This is an optimization exercise on Yosys and OpenROAD, whose aim is small area and a short achievable clock period, not a production implementation.
At most, simulation tests tie the RTL to the original design; equivalence was not proved.
Power and IR drop assume default switching activity.

==> flow/design.v (excerpt) <==
module CannyEdge(dAddrRegRow, dAddrRegCol, bWE, bCE, InData, OutData,
	OPMode, bOPEnable, dReadReg, dWriteReg, clk, rst_b);
Size in the first run: roughly 2100 cells after synthesis, ~38 I/O pins, roughly 26000 µm² of cells after synthesis.
Settings: LEC_CHECK=0, CAP_MARGIN=20, CORE_MARGIN=2, CORE_UTILIZATION=40, PLACE_DENSITY=0.6, SLEW_MARGIN=20; clock period 10.0 ns.
run.sh (not shown) runs the stock make flow with config.mk's settings and CLKGATE_MAP_FILE= SYNTH_SCRIPT=/design/flow/synth_recipe.tcl, a recipe that flattens the netlist after the stock synthesis.
Rerun with:
Settings changed: CORE_UTILIZATION 40 to 55, PLACE_DENSITY 0.6 to 0.7, SETUP_SLACK_MARGIN set to 5.
After rerunning:
- The changed run ran to the end with no violations
- setup slack improves by 0.38 ns
- cell count is lower by 7.5%
- register-to-register slack gains 0.38 ns
- sequential power barely changes
Function was not checked in any run of this note: the RTL went through the layout flow alone.

* * *

CannyEdge, a different RTL version from the one above (not shown whole).
Size in the first run: roughly 2800 cells after synthesis, ~38 I/O pins, about 27000 sq um of cells after synthesis.
Settings: LEC_CHECK=0, ABC_AREA=1, CAP_MARGIN=20, CORE_MARGIN=2, CORE_UTILIZATION=55, CTS_BUF_LIST=sky130_fd_sc_hd__clkbuf_8, CTS_CLUSTER_DIAMETER=80, CTS_CLUSTER_SIZE=16, PLACE_DENSITY=0.7, SLEW_MARGIN=20; clock period 10.0 ns.
standard.sh (not shown) runs the stock make flow with config.mk's settings and CLKGATE_MAP_FILE= SYNTH_SCRIPT=/design/flow/synth_recipe.tcl, a recipe that flattens the netlist after the stock synthesis.
==> flow/flow/run.sh <==
#!/bin/bash
# Standard layout with two changes:
#  - after the standard synthesis, flow/polarity.py removes inverters between
#    full adders (a full adder is self-dual, so an adder can be implemented in
#    its inverted form); registers and all other cells are untouched;
#  - timing repair aims at a setup slack margin of MARGIN ns, and the port
#    buffers are plain buffers instead of the delay cell buffer_ports picks.
set -euo pipefail
MARGIN=6.8
R=orfs/results/sky130hd/CannyEdge/base
bash standard.sh synth > log_synth.txt 2>&1
cp $R/1_2_yosys.v $R/1_2_yosys_std.v
python3 flow/polarity.py $R/1_2_yosys_std.v $R/1_2_yosys.v > log_polarity.txt 2>&1
rm -f $R/1_synth.odb $R/1_synth.sdc
bash standard.sh SETUP_SLACK_MARGIN=$MARGIN "BUFFER_PORTS_ARGS=-buffer_cell sky130_fd_sc_hd__buf_2" finish > log_finish.txt 2>&1
Other scripts of this flow, unchanged in this note and not shown: flow/flow/polarity.py
==> next run, changes <==
--- a/flow/flow/run.sh
+++ b/flow/flow/run.sh
@@ -8,3 +8,3 @@
 set -euo pipefail
-MARGIN=6.8
+MARGIN=6.5
 R=orfs/results/sky130hd/CannyEdge/base
Non-clock buffer count is lower by 121.
Die area stays the same.
Worst setup slack gets worse by 0.078 ns.
Via count went down by a few percent.
Cell area went down by a little under a tenth.
Clock-buffer cell count went down by 1.
==> next run, changes <==
--- a/flow/config.mk
+++ b/flow/config.mk
@@ -7,3 +7,2 @@
 export LEC_CHECK = 0
-export ABC_AREA = 1
 export CAP_MARGIN = 20
Outcome: The changed run finished with timing, DRC and antenna clean; routed wire length fell by 8.0%; global-route usage went down by 2.7 points; sequential power hardly moves; worst hold slack gains 0.062 ns; synthesized cell count fell by 24%; combinational power rises by about 10%; worst setup slack improved by 0.075 ns; utilization fell by 0.44 points; area after synthesis decreases by 1.4%; die area decreases by 1.4%.
==> next run, changes <==
--- a/flow/config.mk
+++ b/flow/config.mk
@@ -11,4 +11,4 @@
 export CTS_BUF_LIST = sky130_fd_sc_hd__clkbuf_8
-export CTS_CLUSTER_DIAMETER = 80
-export CTS_CLUSTER_SIZE = 16
+export CTS_CLUSTER_DIAMETER = 70
+export CTS_CLUSTER_SIZE = 14
 export PLACE_DENSITY = 0.7
Result:
- critical path depth decreases by 1
- flip-flop and latch count stays the same
- hold slack is worse by 0.0047 ns
- wire length went up by about 0.32%
- die area does not change

separate check: timing with driven ports:
The results above use ideal ports. As a check the final layouts listed here were re-extracted and re-timed, cells and wires unchanged. Step 1: set_driving_cell puts a clkbuf_16 on clk and a buf_2 on each other input, an assumption about the parent block. Step 2 moves the port delays by t, midway between the first and last clock arrival at a register: inputs arrive t later, outputs are due t later. That takes back most of the time a late clock gives input paths. a / b / c = ideal ports / drivers / drivers and shift; a / b = the first two.
| run | t (ns) | setup slack, ns | worst hold slack (ns) |
|---|---|---|---|
| the first run of note 1 | 0.620 | 4.863 / 4.863 / 4.835 | 0.427 / 0.427 / 0.427 |
| the second run of note 1 | 0.616 | 5.247 / 5.247 / 4.697 | 0.420 / 0.420 / 0.420 |
| the first run of note 2 | 0.710 | 6.551 / 6.551 / 6.114 | 0.414 / 0.414 / 0.414 |
| the second run of note 2 | 0.710 | 6.474 / 6.474 / 5.812 | 0.426 / 0.426 / 0.426 |
| the third run of note 2 | 0.695 | 6.549 / 6.553 / 5.888 | 0.488 / 0.488 / 0.488 |
| the fourth run of note 2 | 0.650 | 6.496 / 6.496 / 5.911 | 0.483 / 0.483 / 0.483 |
After both steps every run listed still meets setup and hold. The setup slack of the second run of note 2, which loses most, moves by 0.000 ns with the drivers and by -0.662 ns with both steps.
